What follows belongs to an exercise in optimizing a design on an open flow for small area; a production flow would make more cautious choices. Only simulation tests tie the RTL to the original design; equivalence was not proved. Power is estimated from default activity; no workload was simulated.

==> flow/design.v (excerpt) <==
module amp_frontend (
    input reset,
    input wire clk,
    input rx_in,
    input nerror_in,
    output i2s_bck,
    output i2s_ws,
    output i2s_d0,
    output i2c_sda,
    output i2c_scl,
    output nenable_out,
    output nmute_out);
Size in the first run: roughly 480 cells after synthesis, ~100 flip-flops, roughly 11 I/O pins, ~4500 um2 of cells after synthesis.
clock: 10.0 ns
lec_check: 0
cap_margin: 20
core_margin: 2
core_utilization: 40
slew_margin: 20
standard.sh (not shown) runs the stock make flow with config.mk's settings and CLKGATE_MAP_FILE= SYNTH_SCRIPT=/design/flow/synth_recipe.tcl, a recipe that flattens the netlist after the stock synthesis.
==> flow/flow/run.sh <==
#!/bin/bash
# The standard layout (standard.sh) with three changes:
#  - synthesis maps the logic with an area-oriented ABC recipe (area.abc,
#    best of a few seeds) and
#    leaves adders to ABC instead of mapping them to adder cells first;
#  - the clock tree is built without dummy load cells;
#  - ports get minimum-size buffers.
# make's output goes to standard.log; each tool's log is in orfs/logs.
set -euo pipefail
W=$PWD
export AREA_ABC_SCRIPT=$W/flow/area.abc
export FLOW_SYNTH_TCL=$W/synth_recipe.tcl
export AREA_ABC_DIR=$W/abc_runs
mkdir -p $AREA_ABC_DIR
export ADDER_MAP_FILE=
export CTS_ARGS="-sink_clustering_enable -repair_clock_nets -dont_use_dummy_load -buf_list {sky130_fd_sc_hd__clkbuf_4 sky130_fd_sc_hd__clkbuf_8}"
export BUFFER_PORTS_ARGS="-buffer_cell sky130_fd_sc_hd__buf_1"
sed "s#SYNTH_SCRIPT=[^ ]*#SYNTH_SCRIPT=$W/flow/area_synth.tcl#" standard.sh > area_standard.sh
grep -q "SYNTH_SCRIPT=$W/flow/area_synth.tcl" area_standard.sh
bash area_standard.sh > standard.log 2>&1
==> flow/flow/area_synth.tcl <==
# The standard flow's synthesis script (synth_recipe.tcl, which sources ORFS's synth.tcl)
# with one change: the ABC call uses the area-oriented recipe in area.abc
# instead of ORFS's speed script. The recipe's &deepsyn step is run with a
# few random seeds and the mapping with the smallest cell area is kept.
# Registers are mapped before ABC runs, so they are the same as in the
# standard synthesis.
proc abc {args} {
  set i [lsearch $args -script]
  set lib [lindex $args [expr {[lsearch $args -liberty] + 1}]]
  set recipe [read [set f [open $::env(AREA_ABC_SCRIPT)]]][close $f]
  yosys design -save pre_abc
  set best_area ""
  foreach seed {1 3 7 11} {
    yosys design -load pre_abc
    set script $::env(AREA_ABC_DIR)/area_seed$seed.abc
    set f [open $script w]
    puts -nonewline $f [string map [list SEED $seed] $recipe]
    close $f
    if {$i >= 0} { lset args [expr {$i + 1}] $script }
    yosys abc {*}$args
    yosys tee -q -o $::env(AREA_ABC_DIR)/area_seed$seed.stat stat -liberty $lib
    set f [open $::env(AREA_ABC_DIR)/area_seed$seed.stat]
    regexp {Chip area for module [^:]*:\s*([0-9.]+)} [read $f] -> area
    close $f
    puts "area-oriented ABC, seed $seed: cell area $area"
    if {$best_area eq "" || $area < $best_area} {
      set best_area $area
      set best_seed $seed
      yosys design -save best_abc
    }
  }
  puts "area-oriented ABC: keeping seed $best_seed ($best_area)"
  yosys design -load best_abc
}
source $::env(FLOW_SYNTH_TCL)
Other scripts of this flow, unchanged in this note and not shown: flow/flow/area.abc
Then changed:
--- a/flow/flow/area_synth.tcl
+++ b/flow/flow/area_synth.tcl
@@ -13 +13 @@
-  foreach seed {1 3 7 11} {
+  foreach seed {1 3 7 11 13 19 29 37} {
Outcome: Clock power barely changes; clock skew stays flat; synthesized area falls by 0.70%; total power falls by 8.9%; worst setup slack is better by 38 ps; global-route usage falls by 0.14 points; clock-buffer cell count stays the same; cell area falls by 0.64%; critical path depth falls by 2.

========
Setup of build 30:
amp_frontend, a different RTL version from the one above (not shown whole).
Size in the first run: ~510 cells after synthesis, ~5500 µm² of cells after synthesis.
export LEC_CHECK = 0
export CAP_MARGIN = 20
export CORE_MARGIN = 2
export CORE_UTILIZATION = 40
export SLEW_MARGIN = 20
create_clock -name core_clock -period 10.0 [get_ports {clk}]
==> flow/flow/run.sh <==
#!/bin/bash
# The standard layout (standard.sh), with the clock tree built without
# dummy loads and with the buffers and clustering below, and minimum-size
# port buffers. Each tool's output goes to the ORFS logs; make's to standard.log.
export CTS_ARGS="-repair_clock_nets -dont_use_dummy_load -sink_clustering_enable -sink_buffer_max_cap_derate 1.0 -buf_list {sky130_fd_sc_hd__clkbuf_8 sky130_fd_sc_hd__clkbuf_16}"
export BUFFER_PORTS_ARGS="-buffer_cell sky130_fd_sc_hd__buf_1"
bash standard.sh > standard.log 2>&1
The following lists how build 37 was set up differently from build 30:
==> flow/flow/run.sh <==
#!/bin/bash
# The standard layout (standard.sh), with the clock tree built without
# dummy loads and with the buffers and clustering below, and minimum-size
# port buffers. Each tool's output goes to the ORFS logs; make's to standard.log.
export CTS_ARGS="-sink_clustering_enable -repair_clock_nets -dont_use_dummy_load -buf_list {sky130_fd_sc_hd__clkbuf_16} -sink_clustering_size 100 -sink_clustering_max_diameter 500"
export BUFFER_PORTS_ARGS="-buffer_cell sky130_fd_sc_hd__buf_1"
bash standard.sh > standard.log 2>&1
## What came out
- Compared with build 30, build 37 ends up with more cell area.
- Build 37 and build 30 ended up with nearly the same later-pin clock latency in the skew report.
- The higher combinational fraction of design power came out of build 30.
- Taking build 30 over build 37, the total power ratio works out to 0.883.
- Per the comparison of build 37 with build 30, routed wire length went up 1.5%, data arrival at the endpoint of the critical path shrank by 0.02 ns, wire length on met3 has increased, number of global-route vias before repair closely matched the old numbers.
Input-level comparison between build 61 and build 37:
==> flow/flow/run.sh <==
#!/bin/bash
# The standard layout (standard.sh) with three changes:
#  - synthesis maps the logic with an area-oriented ABC recipe (area.abc) and
#    leaves adders to ABC instead of mapping them to adder cells first;
#  - the clock tree is built without dummy load cells;
#  - ports get minimum-size buffers.
# make's output goes to standard.log; each tool's log is in orfs/logs.
set -euo pipefail
W=$PWD
export AREA_ABC_SCRIPT=$W/flow/area.abc
export FLOW_SYNTH_TCL=$W/synth_recipe.tcl
export ADDER_MAP_FILE=
export CTS_ARGS="-sink_clustering_enable -repair_clock_nets -dont_use_dummy_load -buf_list {sky130_fd_sc_hd__clkbuf_4 sky130_fd_sc_hd__clkbuf_8}"
export BUFFER_PORTS_ARGS="-buffer_cell sky130_fd_sc_hd__buf_1"
sed "s#SYNTH_SCRIPT=[^ ]*#SYNTH_SCRIPT=$W/flow/area_synth.tcl#" standard.sh > area_standard.sh
grep -q "SYNTH_SCRIPT=$W/flow/area_synth.tcl" area_standard.sh
bash area_standard.sh > standard.log 2>&1
==> flow/flow/area.abc (new file) <==
strash
&get -n
&fraig -x
&put
scorr
dc2
strash
&get -n
&deepsyn -T 30 -S 7
&put
dch -f
amap
==> flow/flow/area_synth.tcl (new file) <==
# The standard flow's synthesis script (synth_recipe.tcl, which sources ORFS's synth.tcl)
# with one change: the ABC call uses the area-oriented recipe in area.abc
# instead of ORFS's speed script. Registers are mapped before ABC runs, so
# they are the same as in the standard synthesis.
proc abc {args} {
  set i [lsearch $args -script]
  if {$i >= 0} { lset args [expr {$i + 1}] $::env(AREA_ABC_SCRIPT) }
  yosys abc {*}$args
}
source $::env(FLOW_SYNTH_TCL)
### Flow results
- Higher first-iteration DRC count was reported by build 37, not build 61.
- Proportion of cell area occupied by registers (higher): build 61
- Between build 61 and build 37, multi-input combinational area share is higher for build 37, build 61 comes in under that.
- Build 61 vs build 37 on post-route cell area: build 61 is the lower one.
- The estimated power of build 61 ends up higher than the estimate for build 37.
What build 51 does differently from build 61 at the input level:
==> flow/flow/run.sh <==
#!/bin/bash
cp standard.sh standard_sh.log
export CTS_ARGS="-sink_clustering_enable -repair_clock_nets -dont_use_dummy_load -buf_list {sky130_fd_sc_hd__clkbuf_4 sky130_fd_sc_hd__clkbuf_8}"
export BUFFER_PORTS_ARGS="-buffer_cell sky130_fd_sc_hd__buf_1"
bash standard.sh > standard.log 2>&1
removed: flow/flow/area.abc
removed: flow/flow/area_synth.tcl
[summary]
Build 51 — part of the power in the clock network 12 points higher, build 61 as reference. Power drawn by the clock network on build 51 is up relative to build 61. Going from build 61 to build 51, total number of vias now sits higher, post-synthesis cell count now sits higher.

==> separate check: timing with driven ports <==
Ports are ideal in the flow. The routed layouts listed here were re-timed in OpenROAD. Step 1 assumes that a clkbuf_16 drives the clock port and a buf_2 every other input. Step 2 times the ports against the registers' clock, not the clock port: input delays grow and output delays shrink by t, the midpoint of the rising clock arrivals with the driver on. Three values: no drivers, after step 1, after step 2; two values: the first two.
run | t, ns | slack for setup (ns) | worst setup path after step 2 | worst slew at a driven data input, ns
the first run of note 1 | 0.389 | 5.719 / 5.688 / 6.077 | register to output | 0.03
the second run of note 1 | 0.386 | 5.757 / 5.723 / 6.108 | register to output | 0.03
build 30 | 0.393 | 5.510 / 5.473 / 5.866 | register to output | 0.03
build 37 | 0.381 | 5.533 / 5.491 / 5.872 | register to output | 0.03
build 61 | 0.379 | 5.427 / 5.395 / 5.774 | register to output | 0.03
build 51 | 0.393 | 5.510 / 5.473 / 5.866 | register to output | 0.03
After both steps setup and hold are still met in every run listed.
